Background: an optimization exercise with open tools, aiming at small area. Do not read the settings as production practice.
The RTL was checked by simulation tests, not by an equivalence proof against the original design.
Power figures rest on the tool's default switching activity, not on a simulated workload.

## rev 12
==> module fsm, before the edit <==
module fsm
(
    input clk, reset,
    input start,
    input pfinish,
    input stop,
    output logic enable,
    output logic wr,
    output logic view,
    output logic last,
    output logic [3:0] nint,
    output logic [9:0] sel
);
    logic pf_ff, st_ff;
    always_ff @(posedge clk)
    begin
        pf_ff <= pfinish;
        st_ff <= stop;
    end
    wire pe = pfinish & ~pf_ff;
    wire se = stop & ~st_ff;
    logic run;
    logic [3:0] cnt;
    assign enable = run & ~view;
    wire fin = se | (pe & (nint == 4'd9));
    assign last = (cnt == nint);
    wire go = ~view & (run | start);
    wire inter = go & pe & ~(run & fin);
    always_ff @(posedge clk, posedge reset)
        if (reset)
        begin
            run <= 1'b0;
            view <= 1'b0;
            nint <= '0;
            cnt <= '0;
        end
        else
        begin
            if (view)
            begin
                run <= ~run & (pe | se);
                if (~run)
                begin
                    if (pe)
                        cnt <= last ? 4'd0 : cnt + 4'd1;
                    else if (se)
                        cnt <= (cnt == 4'd0) ? nint : cnt - 4'd1;
                end
            end
            else
            begin
                if (run | start)
                    run <= ~fin | ~run;
                if (run & fin)
                    view <= 1'b1;
                if (wr)
                    cnt <= cnt + 4'd1;
                if (inter)
                    nint <= nint + 4'd1;
            end
        end
    always_ff @(posedge clk)
        wr <= inter;
    genvar k;
    generate
        for (k = 0; k < 10; k++)
        begin: seldec
            assign sel[k] = (cnt == k);
        end
    endgenerate
endmodule
==> module dig2seg, before the edit <==
module dig2seg
(
    input logic [3:0] dig,
    output logic [6:0] seg
);
    always_comb
        case (dig)
            4'd0: seg = 7'b1000000;
            4'd1: seg = 7'b1111001;
            4'd2: seg = 7'b0100100;
            4'd3: seg = 7'b0110000;
            4'd4: seg = 7'b0011001;
            4'd5: seg = 7'b0010010;
            4'd6: seg = 7'b0000010;
            4'd7: seg = 7'b1111000;
            4'd8: seg = 7'b0000000;
            4'd9: seg = 7'b0010000;
            default: seg = 7'h7F;
        endcase
endmodule
==> flow/config.mk <==
export PLATFORM = sky130hd
export DESIGN_NAME = stopwatch
export DESIGN_NICKNAME = stopwatch
export VERILOG_FILES = /design/flow/design.v
export SDC_FILE = /design/flow/constraint.sdc
export NUM_CORES = 4
export LEC_CHECK = 0
export CAP_MARGIN = 20
export CORE_MARGIN = 2
export CORE_UTILIZATION = 65
export SLEW_MARGIN = 20
==> flow/constraint.sdc <==
create_clock -name core_clock -period 10.0 [get_ports {clk}]
set_input_delay 2.0000 -clock core_clock [delete_from_list [all_inputs] [get_ports {clk}]]
set_output_delay 2.0000 -clock core_clock [all_outputs]
set_load 0.01 [all_outputs]
standard.sh (not shown) runs the stock make flow with config.mk's settings and CLKGATE_MAP_FILE= SYNTH_SCRIPT=/design/flow/synth_recipe.tcl, a recipe that flattens the netlist after the stock synthesis.
==> flow/flow/run.sh <==
#!/bin/bash
# Standard ORFS layout with area-oriented knobs:
#  - synthesis: the standard flow's synthesis script with the combinational mapping done by
#    an area-oriented ABC script (flow/area.abc) and no adder extraction;
#    registers are mapped exactly as in the standard synthesis
#  - small port buffers, small clock buffers without dummy loads
# Each tool's output goes to the ORFS logs under orfs/logs; make's output to flow.log.
set -euo pipefail
W=$(pwd)
export AREA_ABC_SCRIPT=$W/flow/area.abc
bash standard.sh \
  SYNTH_SCRIPT=$W/flow/mysynth.tcl \
  ADDER_MAP_FILE= \
  'BUFFER_PORTS_ARGS=-buffer_cell sky130_fd_sc_hd__buf_1' \
  'CTS_ARGS=-sink_clustering_enable -repair_clock_nets -dont_use_dummy_load -buf_list sky130_fd_sc_hd__clkbuf_8 -sink_clustering_size 18 -sink_clustering_max_diameter 60' \
  finish > flow.log 2>&1
==> flow/flow/area.abc <==
strash
&get -n
&deepsyn -T 30
&dch -f
&nf -R 1000
&put
==> flow/flow/mysynth.tcl <==
proc synth {args} { yosys synth -nofsm -noshare {*}$args }
# map the combinational logic with an area-oriented ABC script
proc abc {args} {
  set i [lsearch -exact $args -script]
  if {$i >= 0} { lset args [expr {$i + 1}] $::env(AREA_ABC_SCRIPT) }
  set j [lsearch -exact $args -D]
  if {$j >= 0} { set args [lreplace $args $j [expr {$j + 1}]] }
  yosys abc {*}$args
}
source $::env(SCRIPTS_DIR)/synth.tcl
# left out here: clear keep_hierarchy, flatten, clean up, hide names made inside functions, write 1_2_yosys.v
The inputs of rev 13 differ from those of rev 12 as listed below.
diff --git a/flow/design.v b/flow/design.v
--- a/flow/design.v
+++ b/flow/design.v
@@ -57,12 +57,15 @@
                     cnt <= cnt + 4'd1;
                 if (inter)
                     nint <= nint + 4'd1;
             end
         end
-    always_ff @(posedge clk)
-        wr <= inter;
+    always_ff @(posedge clk, posedge reset)
+        if (reset)
+            wr <= 1'b0;
+        else
+            wr <= inter;
     genvar k;
     generate
         for (k = 0; k < 10; k++)
         begin: seldec
             assign sel[k] = (cnt == k);
@@ -238,24 +241,18 @@
 module dig2seg
 (
     input logic [3:0] dig,
     output logic [6:0] seg
 );
-    always_comb
-        case (dig)
-            4'd0: seg = 7'b1000000;
-            4'd1: seg = 7'b1111001;
-            4'd2: seg = 7'b0100100;
-            4'd3: seg = 7'b0110000;
-            4'd4: seg = 7'b0011001;
-            4'd5: seg = 7'b0010010;
-            4'd6: seg = 7'b0000010;
-            4'd7: seg = 7'b1111000;
-            4'd8: seg = 7'b0000000;
-            4'd9: seg = 7'b0010000;
-            default: seg = 7'h7F;
-        endcase
+    wire A = dig[3], B = dig[2], C = dig[1], D = dig[0];
+    assign seg[0] = ~(A | C | (B & D) | (~B & ~D));
+    assign seg[1] = ~(~B | (~C & ~D) | (C & D));
+    assign seg[2] = ~(B | ~C | D);
+    assign seg[3] = ~(A | (~B & ~D) | (~B & C) | (C & ~D) | (B & ~C & D));
+    assign seg[4] = ~((~B & ~D) | (C & ~D));
+    assign seg[5] = ~(A | (~C & ~D) | (B & ~C) | (B & ~D));
+    assign seg[6] = ~(A | (~B & C) | (B & ~C) | (C & ~D));
 endmodule
 module seg60
 (
     input [5:0] c,
     output logic [13:0] s
Results
Rev 12 → rev 13: final HPWL from detailed placement went down 6.9%, layout buffer count excluding clock buffers went up, total number of multi-input combinational cells moved down.
Total standard cell area after synthesis: rev 13 lower than rev 12
STATUS total power consumption of the routed design: rev 13 wins against rev 12
Going from rev 12 to rev 13, power share of the clock group increased by 3.7 points relative to the old numbers, met3 routing resource usage after global routing higher.

## port drivers added, routing unchanged
No port has a modelled driver above. Below, the same layouts with a new extraction and two added sets of constraints. Step 1 (the two cells are an assumption about what drives the block):
set clk [get_ports {clk}]
set_driving_cell -lib_cell sky130_fd_sc_hd__clkbuf_16 $clk
set_driving_cell -lib_cell sky130_fd_sc_hd__buf_2 [delete_from_list [all_inputs] $clk]
Step 2 adds t to the input delays and takes it off the output delays; t is the mean of the earliest and latest rising clock arrival at the registers after step 1. Input paths then give back, and output paths get back, about the clock's delay inside the block. Three values: ideal, step 1, step 2; two values: the first two.
run	t (ns)	slack for setup (ns)	worst setup path after step 2	worst data-port slew with drivers (ns)	cell pins on the clock port's net
rev 12	0.512	2.716 / 2.681 / 3.193	register to output	0.03	1
rev 13	0.508	2.586 / 2.551 / 3.060	register to output	0.03	1
After both steps every run listed still meets setup and hold.
